This design comes from an exercise in tuning for small area, a short achievable clock period and few clock cycles on the open sky130 flow, not from production work.
Only simulation tests tie the RTL to the original design; equivalence was not proved.
The clock port is modelled as an ideal driver; clocking choices that lean on that would not hold on a real chip.

## flow/design.v (module list and top-level ports; edited modules follow where they fit)
// module fa: 4 lines
// module addr3_27: 159 lines
// module addr3_29: 175 lines
// module add131: 1047 lines
// module add128: 1030 lines
// module addc0: 183 lines
// module carrycx: 40 lines
// module poly1305: 3101 lines
module poly1305(
  input rst_ni,
  input clk,
  input [127:0] r,
  input [127:0] s,
  input [127:0] m,
  input fb,
  input ld,
  input first,
  output [127:0] p,
  output rdy);
  // ...
==> flow/run.sh <==
#!/bin/bash
# synth_recipe.tcl (not shown) runs the flow's synth.tcl, then flattens the netlist and writes it again
# the make line also repeats each setting of config.mk as NAME=value (left out here)
make -C /OpenROAD-flow-scripts/flow DESIGN_CONFIG=/design/flow/config.mk WORK_HOME=/design/flow/orfs CLKGATE_MAP_FILE= SYNTH_SCRIPT=/design/flow/synth_recipe.tcl finish
==> flow/config.mk <==
export PLATFORM = sky130hd
export DESIGN_NAME = poly1305
export DESIGN_NICKNAME = poly1305
export VERILOG_FILES = /design/flow/design.v
export SDC_FILE = /design/flow/constraint.sdc
export NUM_CORES = 8
export LEC_CHECK = 0
export CAP_MARGIN = 50
export CELL_PAD_IN_SITES_DETAIL_PLACEMENT = 1
export CORE_MARGIN = 2
export CORE_UTILIZATION = 40
export MIN_ROUTING_LAYER = met2
export PLACE_DENSITY = 0.6
export SETUP_SLACK_MARGIN = 5
export SLEW_MARGIN = 70
export SYNTH_HIERARCHICAL = 1
==> flow/constraint.sdc <==
create_clock -name core_clock -period 12.0 [get_ports {clk}]
set_input_delay 2.4000 -clock core_clock [delete_from_list [all_inputs] [get_ports {clk}]]
set_output_delay 2.4000 -clock core_clock [all_outputs]
set_load 0.01 [all_outputs]
==> summary.md, run 1 <==
| Metric | Value |
|---|---|
| Status | did not finish |
| Last stage reached | 5_1_grt |
| Err | [ERROR GRT-0116] Global routing finished with congestion. Check the congestion regions in the DRC Viewer. |
| Gpl congestion | 1.19 |
| Starting Density | 40.3% |
| FP Rows | about 180 |
| IO Pins | approximately 520 |
| Dpl ws | roughly 5.8 ns |
| Post-Place Cells | 13260 |
| Die width | 508 um |
| TritonCTS Buffers | 118 |
| Resized Gates After CTS | 0 |
| Largest net degree at the start of global routing | 73 |
| Post-synthesis instance area | 102000 sq um |
| Clock Sinks | 878 |
| Synth Area per Inst | roughly 10 sq um |
| Setup Buffers After CTS | 0 |
| Cts hold-fix bufs | 0 |
| # port buffers | approximately 500 |
| Cell count after synthesis | roughly 9800 |
| Placement Cell Area | 114000 sq um |
| Warnings, synthesis | 7 |
| CTS max path bufs | 3 |
| Chip Height | 508 um |
| Final HPWL DP | 449 mm |
| Root Driver | clkbuf_16 |
| H-tree levels | 3 |
Testbench counts, summed over its fixed seeds: cycles 5,624.
==> run 2, diff against run 1 <==
--- a/flow/config.mk
+++ b/flow/config.mk
@@ -9,6 +9,7 @@
 export CELL_PAD_IN_SITES_DETAIL_PLACEMENT = 1
+export CELL_PAD_IN_SITES_GLOBAL_PLACEMENT = 1
 export CORE_MARGIN = 2
-export CORE_UTILIZATION = 40
-export MIN_ROUTING_LAYER = met2
-export PLACE_DENSITY = 0.6
+export CORE_UTILIZATION = 30
+export GPL_ROUTABILITY_DRIVEN = 1
+export PLACE_DENSITY = 0.45
 export SETUP_SLACK_MARGIN = 5
==> run 2 against run 1 <==
The run now finishes clean. Synthesized cell count is the same. Area after synthesis unchanged.
==> summary.md, run 2 <==
| Metric | Value |
|---|---|
| Grt met1 use | 42.3% |
| Die width | 586 um (was 508 um) |
| TritonCTS Buffers | 136 (was 118) |
| Final period util | 46.4% |
| Met2 usage in global routing | approximately half |
| Cts hold-fix bufs | 0 (unchanged) |
| Cell count after synthesis | 9841 (unchanged) |
| Root Driver | clkbuf_16 (unchanged) |
| Fillers | 36774 |
| Grt ovf | 0 |
| Slew @ Worst Pin | 0.500 ns |
| Via density | about 6.2 |
| Warnings, synthesis | 7 (unchanged) |
| Resized Gates After CTS | 0 (unchanged) |
| Total Neg Setup Slack | 0 ns |
| Met3 GRT Util | between 8 and 9% |
| DR iter-0 viols | 16025 |
| CTS clk-pin slew, worst paths | 0.06 ns |
| Reg2Reg Depth | 19 |
| CP max FO | 7 |
| P&R area growth vs syn | 19.3% |
| Hold Crit Start | f2 |
| Post-synthesis instance area | 102000 sq um (unchanged) |
| Crit path launch type | register |
| Synth Area per Inst | 10.3 sq um (unchanged) |
| Final min period | around 5.6 ns |
| Post-Route WL | 583 mm |
| Placement Cell Area | 116000 sq um (was 114000 sq um) |
| Nets | 12881 |
| Pre-antenna DRT Iters | 17 |
| Hold depth | 0 |
| Hold crit path type | register to register |
| GRT busiest layer | met2 |
| Antenna violations before repair | 31 |
| DRT antenna net count | 0 |
| Setup crit end kind | register |
| Vias in the first global route | 97818 |
| Global Route Usage Sum | around a third |
| Max Freq | 180 MHz |
| DR vias | 91890 |
| Worst r2r src | A[14] |
| Final Hold Viols | 0 |
| Final HPWL DP | 451 mm (was 449 mm) |
| CTS max path bufs | 4 (was 3) |
| Critical path arrival | 6.36 ns |
| Most frequent cells in the layout | 1739 x fa_1, 1122 x a222oi_1, 713 x a21oi_1, 706 x nor2_1, 595 x ha_1 |
| Setup Buffers After CTS | 0 (unchanged) |
| FP Rows | 213 (was 184) |
| Hold EP | done |
| DRC Markers | 0 |
| Gpl congestion | 0.977 (was 1.19) |
| H-tree levels | 4 (was 3) |
| Most common cell after layout, fill and taps aside | fa_1 |
| Post-layout util | between 30% and 40% |
| Chip Height | 586 um (was 508 um) |
| CTS tree | built |
| Final WS setup | 6.44 ns |
| WS Path Type | register to register |
| Status | complete, no violations (was did not finish) |
| Clock Skews | approximately 0.067 ns |
| WL per Instance | 39.4 um |
| Share of cells above drive strength 1 | 12.4% |
| Max FFs per register | between 100 and 150 |
| Relative slew slack | 66.5% |
| IO Pins | 518 (unchanged) |
| Final instance area | 121000 sq um |
| DIE AREA | approximately 340000 sq um |
| Clock latency on the worst-skew pair | 0.92 ns |
| # port buffers | 495 (unchanged) |
| RR Endpoint | M[127] |
| Most flop-heavy register | A |
| Unrepaired setup endpoints after global routing | false |
| Post-Place Cells | 14464 (was 13260) |
| Post-Layout Cell Count | 14808 |
| Setup violators final | 0 |
| CP required | ~13 ns |
| Clock Sinks | 878 (unchanged) |
| Reg2reg setup slack | 6.44 ns |
| Max-Cap Viols | 0 |
| Fin. max-slew vios | 0 |
| Largest net degree at the start of global routing | 74 |
| Largest registers | A x132, M x128, HsN x124 |
| Starting Density | 30.1% (was 40.3%) |
| First-pass GRT wire length | approximately 800 mm |
| Dpl ws | 5.91 ns (was 5.85 ns) |
| Core area | 337000 sq um |
==> run 2: layout make-up <==
type	instances	area [sq um]	share of cell area, %
multi-input cells	7750	79300	65.5
flip-flops and latches	878	19200	15.9
repair buffers	1044	11000	9.08
well taps	4515	5650	4.66
clock buffers	174	3820	3.15
inverters	348	1330	1.10
clock inverters	70	727	0.600
diodes	29	72.6	0.0599
==> run 2: per-layer routing <==
layer | wire length, um | share of wire [%]
met1 | 229000 | 39
met2 | 256000 | 44
met3 | 57400 | 9.8
met4 | 40200 | 6.9
met5 | 68 | 0.012
==> run 2: worst max path at each step <==
| stage | start | to | slack, ns | cells after the start |
|---|---|---|---|---|
| final | A[14] | M[127] | 6.44 | 19 |
| after CTS | A[14] | M[127] | 6.45 | 19 |
| after detailed placement | first | D3N[5] | 5.91 | 16 |
| after floorplan | first | D1[9] | 7.19 | 12 |
| after global routing | A[14] | M[127] | 6.17 | 19 |
| after global placement | first | D3N[6] | 5.68 | 11 |
==> run 2: worst max-delay path: stages (launching register included) <==
cell	delay, ns
dfrtp_2	0.52
ha_1	0.34
ha_1	0.41
nand2_1	0.14
nor3_1	0.36
o2111ai_2	0.28
a21o_1	0.38
a211oi_4	0.52
o2111ai_1	0.17
buf_4	0.23
a2111o_1	0.56
a21o_1	0.25
a21oi_1	0.23
a21oi_1	0.13
fa_1	0.49
inv_1	0.04
mux2i_1	0.14
nor2_1	0.06
a21oi_1	0.13
nor2_1	0.05
==> run 2: per-stage QoR <==
step | hold slack [ns]
6_report | 0.372
3_5_place_dp | 0.337
5_1_grt | 0.388
2_1_floorplan | 0.331
3_3_place_gp | 0.333
4_1_cts | 0.379
==> run 3, diff against run 2 <==
==> flow/flow/run.sh (new file) <==
#!/bin/bash
# Standard layout (standard.sh), with two changes to how it is made:
#  - the port buffers are sky130_fd_sc_hd__buf_2 cells (every port is still buffered);
#  - extra setup repair passes (repair_timing) after placement and after CTS.
# Each tool's full output goes to its own log in this folder.
set -euo pipefail
R=orfs/results/sky130hd/poly1305/base
MARGIN=${REPAIR_MARGIN:-7}
export BUFFER_PORTS_ARGS="-buffer_cell sky130_fd_sc_hd__buf_2"
bash standard.sh synth > 1_synth.log 2>&1
bash standard.sh floorplan > 2_floorplan.log 2>&1
bash standard.sh place > 3_place.log 2>&1
STAGE_ODB=$R/3_place.odb STAGE_SDC=$R/3_place.sdc MARGIN=$MARGIN PAD=1 \
  openroad -exit -no_init flow/repair.tcl > 3_extra_repair.log 2>&1
bash standard.sh cts > 4_cts.log 2>&1
STAGE_ODB=$R/4_cts.odb STAGE_SDC=$R/4_cts.sdc MARGIN=$MARGIN PAD=1 PROPAGATED=1 \
  openroad -exit -no_init flow/repair.tcl > 4_extra_repair.log 2>&1
bash standard.sh finish > 5_finish.log 2>&1
==> flow/flow/repair.tcl (new file) <==
# Extra setup repair on a placed (or clock-tree) database, then re-legalize.
# env: STAGE_ODB, STAGE_SDC, MARGIN, PAD
read_liberty $::env(FLOW_HOME)/platforms/sky130hd/lib/sky130_fd_sc_hd__tt_025C_1v80.lib
read_db $::env(STAGE_ODB)
read_sdc $::env(STAGE_SDC)
source $::env(FLOW_HOME)/platforms/sky130hd/setRC.tcl
if {[info exists ::env(PROPAGATED)]} { set_propagated_clock [all_clocks] }
set_dont_use [list sky130_fd_sc_hd__probe_p_8 sky130_fd_sc_hd__probec_p_8 sky130_fd_sc_hd__lpflow_*]
estimate_parasitics -placement
report_worst_slack
report_design_area
repair_timing -setup -setup_margin $::env(MARGIN) -verbose
if {[info exists ::env(PROPAGATED)]} { repair_timing -hold -hold_margin 0.05 -verbose }
set_placement_padding -global -left $::env(PAD) -right $::env(PAD)
detailed_placement
check_placement -verbose
estimate_parasitics -placement
report_worst_slack
report_design_area
write_db $::env(STAGE_ODB)
==> flow/standard.sh (new file) <==
#!/bin/bash
# synth_recipe.tcl (not shown) runs the flow's synth.tcl, then flattens the netlist and writes it again
# the make line also repeats each setting of config.mk as NAME=value (left out here)
make -C /OpenROAD-flow-scripts/flow DESIGN_CONFIG=/design/flow/config.mk WORK_HOME=/design/flow/orfs CLKGATE_MAP_FILE= SYNTH_SCRIPT=/design/flow/synth_recipe.tcl "${@:-finish}"
removed: flow/run.sh
==> run 3 against run 2 <==
Routed wire length fell by 0.89%. Sequential share of layout area up 0.16 points. Area after synthesis unchanged. Utilization fell by 0.53 points. Critical path depth unchanged. Register-to-register slack better by 0.43 ns. Global-route usage shrank 0.28 points. Still clean on timing, DRC and antenna. Flip-flop and latch count did not move. Largest cell class unchanged.
==> summary.md, run 3 <==
| Metric | Value |
|---|---|
| CP max FO | 8 (was 7) |
| Starting Density | 30.1% (unchanged) |
| DR vias | 91519 (was 91890) |
| IO Pins | 518 (unchanged) |
| Fin. max-slew vios | 0 (unchanged) |
| Setup crit end kind | register (unchanged) |
| Warnings, synthesis | 7 (unchanged) |
| DRC Markers | 0 (unchanged) |
| Max Freq | 195 MHz (was 180 MHz) |
| Total Neg Setup Slack | 0 ns (unchanged) |
| H-tree levels | 4 (unchanged) |
| Global Route Usage Sum | 33.1% (was 33.4%) |
| FP Rows | 213 (unchanged) |
| Nets | 12883 (was 12881) |
| # port buffers | 495 (unchanged) |
| Post-layout util | 35.4% (was 36.0%) |
| Post-synthesis instance area | 102000 sq um (unchanged) |
| P&R area growth vs syn | 17.6% (was 19.3%) |
| CTS clk-pin slew, worst paths | 0.06 ns (about the same) |
| Largest net degree at the start of global routing | 75 (was 74) |
| Core area | 337000 sq um (unchanged) |
| DIE AREA | 343000 sq um (unchanged) |
| Hold crit path type | register to register (unchanged) |
| Max FFs per register | 132 (unchanged) |
| Final HPWL DP | 447 mm (was 451 mm) |
| Final Hold Viols | 0 (unchanged) |
| WS Path Type | register to register (unchanged) |
| TritonCTS Buffers | 137 (was 136) |
| DRT antenna net count | 0 (unchanged) |
| Cell count after synthesis | 9841 (unchanged) |
| Most frequent cells in the layout | 1738 x fa_1, 1122 x a222oi_1, 710 x a21oi_1, 702 x nor2_1, 586 x ha_1 (was 1739 x fa_1, 1122 x a222oi_1, 713 x a21oi_1, 706 x nor2_1, 595 x ha_1) |
| Pre-antenna DRT Iters | 15 (was 17) |
| Grt ovf | 0 (unchanged) |
| CTS max path bufs | 4 (unchanged) |
| Crit path launch type | register (unchanged) |
| Relative slew slack | 62.7% (was 66.5%) |
| DR iter-0 viols | 15545 (was 16025) |
| Clock latency on the worst-skew pair | 0.90 ns (was 0.92 ns) |
| Unrepaired setup endpoints after global routing | false (unchanged) |
| WL per Instance | 39.0 um (was 39.4 um) |
| Antenna violations before repair | 33 (was 31) |
| Post-Place Cells | 14455 (was 14464) |
| CTS tree | built (unchanged) |
| Via density | 6.19 (was 6.21) |
| Most common cell after layout, fill and taps aside | fa_1 (unchanged) |
| Setup violators final | 0 (unchanged) |
| Critical path arrival | 5.95 ns (was 6.36 ns) |
| Resized Gates After CTS | 0 (unchanged) |
| Final min period | 5.14 ns (was 5.56 ns) |
| Clock Sinks | 878 (unchanged) |
| Status | complete, no violations (unchanged) |
| Root Driver | clkbuf_16 (unchanged) |
| Max-Cap Viols | 0 (unchanged) |
| Setup Buffers After CTS | 0 (unchanged) |
| Die width | 586 um (unchanged) |
| Share of cells above drive strength 1 | 17.6% (was 12.4%) |
| Vias in the first global route | 97761 (was 97818) |
| Slew @ Worst Pin | 0.557 ns (was 0.500 ns) |
| CP required | 12.81 ns (was 12.79 ns) |
| Clock Skews | 0.0585 ns (was 0.0668 ns) |
| Post-Layout Cell Count | 14793 (was 14808) |
| Largest registers | A x132, M x128, HsN x124 (unchanged) |
| Chip Height | 586 um (unchanged) |
| Cts hold-fix bufs | 0 (unchanged) |
| Reg2reg setup slack | 6.86 ns (was 6.44 ns) |
| Post-Route WL | 578 mm (was 583 mm) |
| Most flop-heavy register | A (unchanged) |
| First-pass GRT wire length | 800 mm (was 805 mm) |
| Final period util | 42.8% (was 46.4%) |
| Synth Area per Inst | 10.3 sq um (unchanged) |
| Gpl congestion | 0.953 (was 0.977) |
[run 3: cell count changes in the layout (fill, tap and decap cells not counted), sizes merged]
| cell | previous run | this run |
|---|---|---|
| buf | 452 | 937 |
| clkdlybuf4s15 | 0 | 1 |
| clkdlybuf4s25 | 33 | 34 |
| clkbuf | 185 | 184 |
| clkinv | 69 | 66 |
| clkdlybuf4s50 | 544 | 59 |
| inv | 333 | 332 |
| clkdlybuf4s18 | 4 | 5 |
| diode | 29 | 10 |
| clkinvlp | 7 | 13 |
[run 3: final cells by class]
cell class,count,area [sq um]
antenna,10,25.0
clock buffer,175,3910
clock inverter,72,698
fill,37074,217000
inverter,348,1320
multi-input combinational,7750,79700
sequential,878,19100
tap,4515,5650
timing repair buffer,1045,8990
[run 3: through the flow]
step	hold slack [ns]	worst slack, ns	cell area [sq um]
after floorplan	0.331	7.19	102000
after global placement	0.336	5.63	108000
after detailed placement	0.355	6.29	113000
after CTS	0.358	6.96	118000
after global routing	0.367	6.56	119000
final	0.359	6.86	119000
[run 3: worst max-delay path, stage by stage, from the launching register on]
cell	delay, ns
dfxtp_2	0.58
ha_1	0.31
ha_1	0.38
and4_1	0.37
and2_1	0.23
nand3_2	0.22
or4_1	0.58
a21oi_4	0.28
nor3_4	0.07
clkbuf_4	0.20
o31ai_2	0.41
a21oi_4	0.19
o31ai_1	0.28
xor2_1	0.36
mux2i_1	0.12
nor2_1	0.10
a21oi_1	0.05
nor2_1	0.10
a21oi_1	0.07
o21ai_0	0.18
[run 3: metal layers]
metal	track usage, %	part of all wire [%]	wire (um)
met3	7.07	8.9	51300
met1	42.7	40	231000
met2	51.7	45	257000
met5	0	0.0047	27
met4	17.9	6.6	38300
[run 3: worst paths after layout]
check,startpoint,to,cells after the start
worst min register to register,f2,done,0
max in group asynchronous,rst_ni,f1b,8
worst min-delay path,f2,done,0
worst max register to register,M[57],M[94],19
worst max-delay path,M[57],M[94],19
min in group asynchronous,rst_ni,A[107],2

port drivers added, routing unchanged:
In the flow no input, the clock included, has a driving cell. The finished layouts below were timed again as built, in two steps.
Step 1 (the two cells are an assumption about what drives the block):
set clk [get_ports {clk}]
set_driving_cell -lib_cell sky130_fd_sc_hd__clkbuf_16 $clk
set_driving_cell -lib_cell sky130_fd_sc_hd__buf_2 [delete_from_list [all_inputs] $clk]
Step 2 adds t to the input delays and takes it off the output delays; t is the mean of the earliest and latest rising clock arrival at the registers after step 1. Input paths then give back, and output paths get back, about the clock's delay inside the block.
Three values: ideal ports, drivers, drivers and shift; two values: the first two.
| run | shift t [ns] | setup WS [ns] | worst setup path at the end |
|---|---|---|---|
| run 2 | 0.980 | 6.435 / 6.435 / 5.951 | input to register |
| run 3 | 0.981 | 6.862 / 6.862 / 6.700 | input to register |
After both steps every run listed still meets setup and hold. For run 2, which loses most, drivers alone change the setup slack by 0.000 ns; drivers and shift together by -0.484 ns.
